What follows belongs to an exercise in optimizing a design on an open flow for small area; a production flow would make more cautious choices. Function was checked by simulation only, so behaviour that the tests miss may differ from the original. No activity file was given, so power comes from the tool's default toggle rates.

==> design/flow/design.v <==
module uart_rx #(
    parameter BAUD_RATE = 115200,
    parameter CLK_HZ = 25000000
) (
    input i_serial,
    input i_Clk,
    input i_reset,
    output [7:0] o_rx_data,
    output o_rx_done
);
    parameter CLK_PER_BIT = CLK_HZ/BAUD_RATE;
    parameter CLK_MID = ((CLK_PER_BIT-1)/2);
    parameter IDLE = 2'b00;
    parameter START = 2'b01;
    parameter DATA = 2'b10;
    parameter STOP = 2'b11;
    reg [7:0] r_rx_data;
    reg r_rx_done;
    reg [1:0] state;
    reg [2:0] data_bit_counter;
    reg [31:0] clk_bit_counter;
    reg bit_data;
    wire is_fe;
    wire r_serial;
    falling_edge_det falling_edge_det_0(i_serial, i_Clk, i_reset, is_fe, r_serial);
    wire bit_end;
    assign bit_end = (clk_bit_counter == CLK_PER_BIT - 1);  
    always @(posedge i_Clk or posedge i_reset) begin
        if (i_reset) begin
            r_rx_done <= 0;
            r_rx_data <= 8'b00000000;
            data_bit_counter <= 3'b000;
            clk_bit_counter <= 0;
            bit_data <= 0;
            state <= IDLE;
        end
        else begin
            case (state)
                IDLE: begin
                    r_rx_done <= 0;
                    data_bit_counter <= 3'b000;
                    clk_bit_counter <= 0;
                    bit_data <= 0;
                    if (is_fe)
                        state <= START;
                end
                START: begin
                    clk_bit_counter <= clk_bit_counter + 1;
                    if (clk_bit_counter == CLK_MID) begin
                        bit_data <= r_serial;
                    end
                    else if (clk_bit_counter == CLK_PER_BIT - 1) begin
                        clk_bit_counter <= 0;
                        if (bit_data == 0) begin
                            state <= DATA;
                        end
                        else 
                            state <= IDLE;
                    end 
                end
                DATA: begin
                    clk_bit_counter <= clk_bit_counter + 1;
                    if (clk_bit_counter == CLK_MID) begin
                        bit_data <= r_serial;
                    end
                    else if (clk_bit_counter == CLK_PER_BIT - 1) begin
                        clk_bit_counter <= 0;
                        r_rx_data[data_bit_counter] <= bit_data;
                        data_bit_counter <= data_bit_counter + 1;
                        if (data_bit_counter == 7) begin
                            state <= STOP;
                            data_bit_counter <= 0;
                        end
                    end
                end
                STOP: begin
                    clk_bit_counter <= clk_bit_counter + 1;
                    if (clk_bit_counter == CLK_PER_BIT - 1) begin
                        clk_bit_counter <= 0;
                        state <= IDLE;
                        r_rx_done <= 1;
                    end
                end
                default: 
                    state <= IDLE;
            endcase
        end
    end
    assign o_rx_data = r_rx_data;
    assign o_rx_done = r_rx_done;
endmodule
module falling_edge_det (
    input i_sig,
    input i_Clk,
    input i_reset,
    output reg o_is_fe,
    output reg o_sig
);
    reg [1:0] r_in;
    always @(posedge i_Clk or posedge i_reset) begin
        if (i_reset) begin
            r_in <= 2'b0;
            o_is_fe <= 0;
            o_sig   <= 1'b0;
        end
        else begin
            o_sig <= r_in[1];
            r_in[1] <= r_in[0];
            r_in[0] <= i_sig;
            if (r_in[1] & ~r_in[0]) 
                o_is_fe <= 1;
            else
                o_is_fe <= 0;
        end
    end
endmodule
module uart_tx #(
    parameter BAUD_RATE = 115200,
    parameter CLK_HZ = 25000000
) (
    input [7:0] i_data,
    input i_Clk,
    input i_reset,
    input i_start,
    output o_tx_serial,
    output o_tx_done,
    output o_busy
);
    parameter CLK_PER_BIT = CLK_HZ/BAUD_RATE;
    parameter IDLE = 2'b00;
    parameter START = 2'b01;
    parameter DATA = 2'b10;
    parameter STOP = 2'b11;
    reg [1:0] state;
    reg r_tx_serial;
    reg r_tx_done;
    reg r_busy;
    reg [2:0] data_bit_counter;
    reg [31:0] clk_bit_counter;
    reg [7:0] r_data;
    wire bit_end;
    assign bit_end = (clk_bit_counter == CLK_PER_BIT - 1);  
    always @(posedge i_Clk or posedge i_reset) begin
        if (i_reset) begin
            state <= IDLE;
            r_tx_serial <= 1;
            r_tx_done <= 0;
            data_bit_counter <= 0;
            clk_bit_counter <= 0;
            r_data <= 0;
        end
        else begin
            case (state)
                IDLE: begin
                    r_tx_serial <= 1;
                    r_tx_done <= 0;
                    data_bit_counter <= 0;
                    clk_bit_counter <= 0;
                    if (i_start && ~o_busy) begin
                        r_data <= i_data;
                        state <= START;
                    end
                end 
                START: begin
                    r_tx_serial <= 0;
                    clk_bit_counter <= clk_bit_counter + 1;
                    if (clk_bit_counter == CLK_PER_BIT - 1) begin
                        clk_bit_counter <= 0;
                        state <= DATA;
                    end
                end
                DATA: begin
                    r_tx_serial <= r_data[data_bit_counter];
                    clk_bit_counter <= clk_bit_counter + 1;
                    if (clk_bit_counter == CLK_PER_BIT - 1) begin
                        clk_bit_counter <= 0;
                        data_bit_counter <= data_bit_counter + 1;
                        if (data_bit_counter == 7) begin
                            state <= STOP;
                            data_bit_counter <= 0;
                        end
                    end
                end
                STOP: begin
                    r_tx_serial <= 1;
                    clk_bit_counter <= clk_bit_counter + 1;
                    if (clk_bit_counter == CLK_PER_BIT - 1) begin
                        clk_bit_counter <= 0;
                        r_tx_done <= 1;
                        state <= IDLE;
                    end
                end
                default: 
                    state <= IDLE;
            endcase
        end
    end
    assign o_tx_serial = r_tx_serial;
    assign o_tx_done = r_tx_done;
    assign o_busy = (state != IDLE);
endmodule
module LED_Display_two_hex (
    input [7:0] i_data,
    output a1,
    output b1,
    output c1,
    output d1,
    output e1,
    output f1,
    output g1,
    output a2,
    output b2,
    output c2,
    output d2,
    output e2,
    output f2,
    output g2
);
    wire [3:0] r_data_upper;
    wire [3:0] r_data_lower;
    assign r_data_upper = i_data[7:4];
    assign r_data_lower = i_data[3:0];
    wire [6:0] led_digit_data_upper;
    wire [6:0] led_digit_data_lower;
    num_2_led num_2_led_0(r_data_upper, led_digit_data_upper);
    num_2_led num_2_led_1(r_data_lower, led_digit_data_lower);
    assign a1 = led_digit_data_upper[0];
    assign b1 = led_digit_data_upper[1];
    assign c1 = led_digit_data_upper[2];
    assign d1 = led_digit_data_upper[3];
    assign e1 = led_digit_data_upper[4];
    assign f1 = led_digit_data_upper[5];
    assign g1 = led_digit_data_upper[6];
    assign a2 = led_digit_data_lower[0];
    assign b2 = led_digit_data_lower[1];
    assign c2 = led_digit_data_lower[2];
    assign d2 = led_digit_data_lower[3];
    assign e2 = led_digit_data_lower[4];
    assign f2 = led_digit_data_lower[5];
    assign g2 = led_digit_data_lower[6];
endmodule
module num_2_led (
    input [3:0] i_num,
    output reg [6:0] led_digit
);
always @(*) begin
    case (i_num)
        4'h0: led_digit = 7'b1000000;
        4'h1: led_digit = 7'b1111001;
        4'h2: led_digit = 7'b0100100;
        4'h3: led_digit = 7'b0110000;
        4'h4: led_digit = 7'b0011001;
        4'h5: led_digit = 7'b0010010;
        4'h6: led_digit = 7'b0000010;
        4'h7: led_digit = 7'b1111000;
        4'h8: led_digit = 7'b0000000;
        4'h9: led_digit = 7'b0010000;
        4'hA: led_digit = 7'b0001000;
        4'hB: led_digit = 7'b0000011;
        4'hC: led_digit = 7'b1000110;
        4'hD: led_digit = 7'b0100001;
        4'hE: led_digit = 7'b0000110;
        4'hF: led_digit = 7'b0001110;
        default: led_digit = 7'b1111111;
    endcase
end
endmodule
module UART_Loopback_Top (
    input i_UART_RX,
    input i_Clk,
    input i_Switch_1,  
    output o_UART_TX,
    output o_Segment1_A,
    output o_Segment1_B,
    output o_Segment1_C,
    output o_Segment1_D,
    output o_Segment1_E,
    output o_Segment1_F,
    output o_Segment1_G,
    output o_Segment2_A,
    output o_Segment2_B,
    output o_Segment2_C,
    output o_Segment2_D,
    output o_Segment2_E,
    output o_Segment2_F,
    output o_Segment2_G
);
    reg [7:0] r_rx_data;
    wire rx_done;
    uart_rx #(
        .BAUD_RATE(115200), 
        .CLK_HZ(25000000)
    ) uart_rx_0 (
        .i_serial(i_UART_RX),
        .i_Clk(i_Clk),
        .i_reset(i_Switch_1),
        .o_rx_data(r_rx_data),
        .o_rx_done(rx_done)
    );
    reg [7:0] data;
    reg start;
    wire busy;
    wire o_tx_serial;
    assign o_UART_TX = busy ? o_tx_serial : 1;
    uart_tx #(
        .BAUD_RATE(115200), 
        .CLK_HZ(25000000)
    ) uart_tx_0 (
        .i_data(data),
        .i_Clk(i_Clk),
        .i_reset(i_Switch_1),
        .i_start(start),
        .o_tx_serial(o_tx_serial),
        .o_tx_done(),
        .o_busy(busy)
    );
    LED_Display_two_hex LED_Display_two_hex_0(
        .i_data(data), 
        .a1(o_Segment1_A),
        .b1(o_Segment1_B),
        .c1(o_Segment1_C),
        .d1(o_Segment1_D),
        .e1(o_Segment1_E),
        .f1(o_Segment1_F),
        .g1(o_Segment1_G),
        .a2(o_Segment2_A),
        .b2(o_Segment2_B),
        .c2(o_Segment2_C),
        .d2(o_Segment2_D),
        .e2(o_Segment2_E),
        .f2(o_Segment2_F),
        .g2(o_Segment2_G)
    );
    always @(posedge i_Clk or posedge i_Switch_1) begin
        if (i_Switch_1) begin
            data <= 0;
            start <= 0;
        end
        else begin
            if (rx_done) begin
                data <= r_rx_data;
                start <= 1;
            end
            else begin
                data <= data;
                start <= 0;
            end
        end        
    end
endmodule 
==> design/flow/run.sh <==
#!/bin/bash
# synth_recipe.tcl (not shown) runs the flow's synth.tcl, then flattens the netlist and writes it again
# the make line also repeats each setting of config.mk as NAME=value (left out here)
make -C /OpenROAD-flow-scripts/flow DESIGN_CONFIG=/design/flow/config.mk WORK_HOME=/design/flow/orfs CLKGATE_MAP_FILE= SYNTH_SCRIPT=/design/flow/synth_recipe.tcl finish
==> design/flow/config.mk <==
export PLATFORM = sky130hd
export DESIGN_NAME = UART_Loopback_Top
export DESIGN_NICKNAME = UART_Loopback_Top
export VERILOG_FILES = /design/flow/design.v
export SDC_FILE = /design/flow/constraint.sdc
export NUM_CORES = 4
export LEC_CHECK = 0
export CAP_MARGIN = 20
export CORE_MARGIN = 2
export CORE_UTILIZATION = 40
export SLEW_MARGIN = 20
==> design/flow/constraint.sdc <==
create_clock -name core_clock -period 10.0 [get_ports {i_Clk}]
set_input_delay 2.0000 -clock core_clock [delete_from_list [all_inputs] [get_ports {i_Clk}]]
set_output_delay 2.0000 -clock core_clock [all_outputs]
set_load 0.01 [all_outputs]
==> impl_metrics.py <==
metrics = {
    "global_routing": {
        "grt_first_pass_wirelength_um": 20500,
        "antenna_found_initial": 0,
        "overflow": 0,
        "grt_max_degree": 67,
        "grt_pass1_vias": 4331,
        "groute.usage.overall_pct": 15.6,
    },
    "floorplan": {
        "rows": 44,
        "core_region_area_mm2": 0.0146,
        "ios": 18,
        "initial_core_util_pct": 41.2,
        "die_h_um": 127,
        "die_x_um": 127,
        "die_area_mm2": 0.0160,
    },
    "clock_tree": {
        "cts_tree": "built",
        "root_buffer": "clkbuf_16",
        "cts_made_buffers": 9,
        "cts_buffer_depth": 2,
        "cts_hold_buf": 0,
        "clk_latency_ns": 0.35,
        "clk_pin_slew_ns": 0.06,
        "cts_resized": 0,
        "clock_sinks": 106,
        "post_cts_buffers": 0,
        "htree_levels": 3,
    },
    "synth": {
        "yosysSeqAreaShare_pct": 44.2,
        "synth-edff-count": 0,
        "synth_nets": 645,
        "ys_ff_latch": 106,
        "synth_flop_cell": "dfrtp_1",
        "ys_types": 64,
        "syn_avg_cell_area_um2": 9.87,
        "netlist_area_mm2": 0.00601,
        "yosys_warnings": 5,
        "syn_inst": 609,
        "async_flop_share_pct": 100,
    },
    "placement": {
        "globalplace.congestion": 0.798,
        "port_buffers": 17,
        "hpwl_um": 8160,
        "placed_cells": 792,
    },
    "route": {
        "totalWireLength_um": 11700,
        "vias_per_cell": 5.39,
        "ant_nets": 0,
        "vias": 4356,
        "drt_iter0_markers": 221,
        "wire_per_inst_um": 14.4,
        "drc_errors": 0,
        "drtPass1Iterations": 6,
    },
    "setup_path": {
        "r2r_slack_ns": 7.44,
        "crit_start": "data[5]$_DFFE_PP0P_",
        "r2r-end": "uart_rx_0.clk_bit_counter[27]$_DFF_PP0_",
        "reg2regPathDepth": 7,
        "crit_required_ns": 8.00,
        "crit_slowest_cell": "clkdlybuf4s50_1",
        "crit_fanout": 6,
        "worstSetupEndpointType": "output port",
        "r2r-start": "uart_rx_0.clk_bit_counter[0]$_DFF_PP0_",
        "critical_path.max_stage_delay_ns": 0.55,
        "crit_type": "register to output port",
        "arrival_ns": 2.37,
        "worstPathCellList": "inv_1 > ha_1 > nor2b_1 > or3b_2 > o21ai_0 > clkdlybuf4s50_1",
        "startpoint_type": "register",
    },
    "pwr": {
        "power.leakage_nw": 2.81,
        "power_w": 0.000906,
        "power.density_mw_per_mm2": 136,
        "worst_ir_drop_vdd_mv": 0.0831,
    },
    "sta": {
        "tightest_slew_ns": 0.846,
        "period_share_pct": 43.7,
        "slew_headroom_pct": 43.2,
        "setup_viol": 0,
        "maxSlewViolCount": 0,
        "fmax_mhz": 229,
        "min_period_ns": 4.37,
        "finalClockSkew_ns": 0.00721,
        "setup_tns_ns": 0,
        "hold_violations": 0,
        "rsz0062_at_grt": "no",
    },
    "final_layout": {
        "n_antenna_cell": 0,
        "syn2layout_area_growth_pct": 10.4,
        "layout-drive-gt1-share_pct": 9.94,
        "nets": 655,
        "instances_no_fill": 808,
    },
    "min_path": {
        "hold_path.class": "register to register",
        "min_to": "uart_rx_0.falling_edge_det_0.o_sig$_DFF_PP0_",
        "holdPathStages": 0,
        "min-delay-start": "uart_rx_0.falling_edge_det_0.r_in[1]$_DFF_PP0_",
    },
    "outcome": {
        "run_status": "no timing/DRC/antenna violations",
    },
    "run": {
        "drv_cap": 0,
    },
}
## flip-flops by register name, indices dropped and copies added, names as in the netlist, named ones only
register                              count
uart_tx_0.data_bit_counter                3
uart_rx_0.falling_edge_det_0.r_in         2
uart_rx_0.bit_data                        1
uart_rx_0.clk_bit_counter                32
uart_tx_0.clk_bit_counter                32
uart_rx_0.r_rx_done                       1
uart_rx_0.falling_edge_det_0.o_is_fe      1
uart_rx_0.r_rx_data                       8
start                                     1
uart_tx_0.state                           2
data                                      8
uart_rx_0.falling_edge_det_0.o_sig        1
uart_rx_0.state                           1
uart_tx_0.r_data                          8
uart_tx_0.r_tx_serial                     1
uart_rx_0.data_bit_counter                3
## cells in the final DEF, fill, tap and decap left out, drive strengths merged, types with 2 or more instances in the layout
| master | synthesis | final |
|---|---|---|
| o21ai | 24 | 24 |
| or4 | 6 | 6 |
| a22oi | 2 | 2 |
| and4 | 6 | 6 |
| dfrtp | 105 | 105 |
| xor2 | 33 | 33 |
| o211ai | 2 | 2 |
| inv | 29 | 29 |
| nor2b | 6 | 6 |
| xnor2 | 20 | 20 |
| o22ai | 2 | 2 |
| a32o | 2 | 2 |
| a22o | 6 | 6 |
| nor4 | 15 | 15 |
| and2 | 6 | 6 |
| mux4 | 4 | 4 |
| mux2 | 14 | 14 |
| or3 | 6 | 6 |
| clkdlybuf4s50 | 0 | 17 |
| nand2 | 44 | 44 |
| nand4 | 32 | 32 |
| nand3 | 29 | 29 |
| o2bb2ai | 4 | 4 |
| or2 | 5 | 5 |
| ha | 33 | 33 |
| clkbuf | 11 | 15 |
| a21oi | 15 | 15 |
| nand2b | 2 | 2 |
| nor3 | 13 | 13 |
| and3 | 7 | 7 |
| nor2 | 88 | 88 |
| mux2i | 10 | 10 |
| nor4b | 2 | 2 |
| o31ai | 6 | 6 |
## stage by stage
step / area [um2] / setup slack (ns) / hold WS (ns) / util (%)
final: 6640 / 5.63 / 0.377 / 45.5
after global routing: 6640 / 5.52 / 0.390 / 45.5
after global placement: 6320 / 6.05 / 0.358 / 43.4
after floorplan: 6010 / 5.21 / 0.347 / -
after CTS: 6630 / 5.61 / 0.379 / 45.4
after detailed placement: 6330 / 6.00 / 0.362 / 43.4
## power by group
group | internal (W) | leakage [nW] | switching, W
clock network | 0.000203 | 0.152 | 0.000154
registers | 0.000441 | 1.46 | 0.0000150
logic | 0.0000308 | 1.20 | 0.0000618
total | 0.000675 | 2.81 | 0.000231
## critical path, delay by kind of cell (launching register included)
family                   cells  cell delay (ns)
buffers and inverters        2             0.72
adder cells (fa/ha/maj)      1             0.26
AND/OR/NAND/NOR              2             0.54
flip-flops                   1             0.44
AO/OA/AOI/OAI                1             0.08
## cells in the mapped netlist (all sizes together), types with 7 or more instances
| master | count | share of area [%] |
|---|---|---|
| dfrtp | 105 | 44 |
| nor2 | 88 | 5.5 |
| nand2 | 44 | 2.8 |
| ha | 33 | 6.9 |
| xor2 | 33 | 4.8 |
| nand4 | 32 | 3.6 |
| inv | 29 | 1.8 |
| nand3 | 29 | 2.7 |
| o21ai | 24 | 2.0 |
| xnor2 | 20 | 2.9 |
| a21oi | 15 | 1.2 |
| nor4 | 15 | 2.0 |
| mux2 | 14 | 2.7 |
| nor3 | 13 | 1.5 |
| clkbuf | 11 | 0.71 |
| mux2i | 10 | 1.7 |
| buf | 8 | 0.90 |
| and3 | 7 | 0.73 |
## cell families after synthesis
logic type               Yosys count  synth area share (%)
multiplexers                      28                  5.85
buffers and inverters             48                  3.41
adder cells (fa/ha/maj)           33                  6.87
AO/OA/AOI/OAI                     68                  7.47
XOR/XNOR                          53                  7.72
flip-flops                       106                  44.2
AND/OR/NAND/NOR                  273                  24.5
## area by class of cell
class	count	area, um2
Inverter	29	111
Tap cell	184	230
Clock buffer	15	298
Fill cell	1326	7950
Sequential cell	106	2650
Timing Repair Buffer	18	178
Clock inverter	1	5.00
Multi-Input combinational cell	455	3160
## worst max path at each step
stage          cells past startpoint                    endpoint  slack [ns]
3_5_place_dp                       6                o_Segment1_A        6.00
4_1_cts                            6                o_Segment1_A        5.61
3_3_place_gp                       6                o_Segment1_A        6.05
6_report                           6                o_Segment1_A        5.63
2_1_floorplan                      1  asynchronous set/reset pin        5.21
5_1_grt                            6                o_Segment1_A        5.52
## per-layer routing
| layer | global-route usage (%) | routed length, um | vias up |
|---|---|---|---|
| met4 | 5.49 | 123 | 0 |
| met1 | 21.6 | 5880 | 2102 |
| met3 | 2.78 | 378 | 9 |
| met5 | 0 | 0 | - |
| met2 | 24.6 | 5270 | 73 |
| li1 | - | - | 2172 |

-- static timing again, ports no longer ideal --
In the flow no input, the clock included, has a driving cell. The finished layout below was timed again as built, in two steps. Step 1 sets driving cells, clkbuf_16 on the clock port and buf_2 on the other inputs (assumed; they add their load-dependent delay and slew). Step 2, shift: input delay + t, output delay - t, t = (earliest + latest rising clock arrival at the registers) / 2. This alone moves slack from input paths to output paths. a / b / c = ideal / step 1 / step 2; a / b = the first two.
shift t [ns]: 0.386
setup slack, ns: 5.625 / 5.582 / 5.968
latest minus earliest clock arrival (ns): 0.008 / 0.008
slew at the worst register clock pin (ns): 0.07 / 0.07
After both steps setup and hold are still met in this run. The setup slack of this run moves by -0.043 ns with the drivers and by +0.343 ns with both steps.
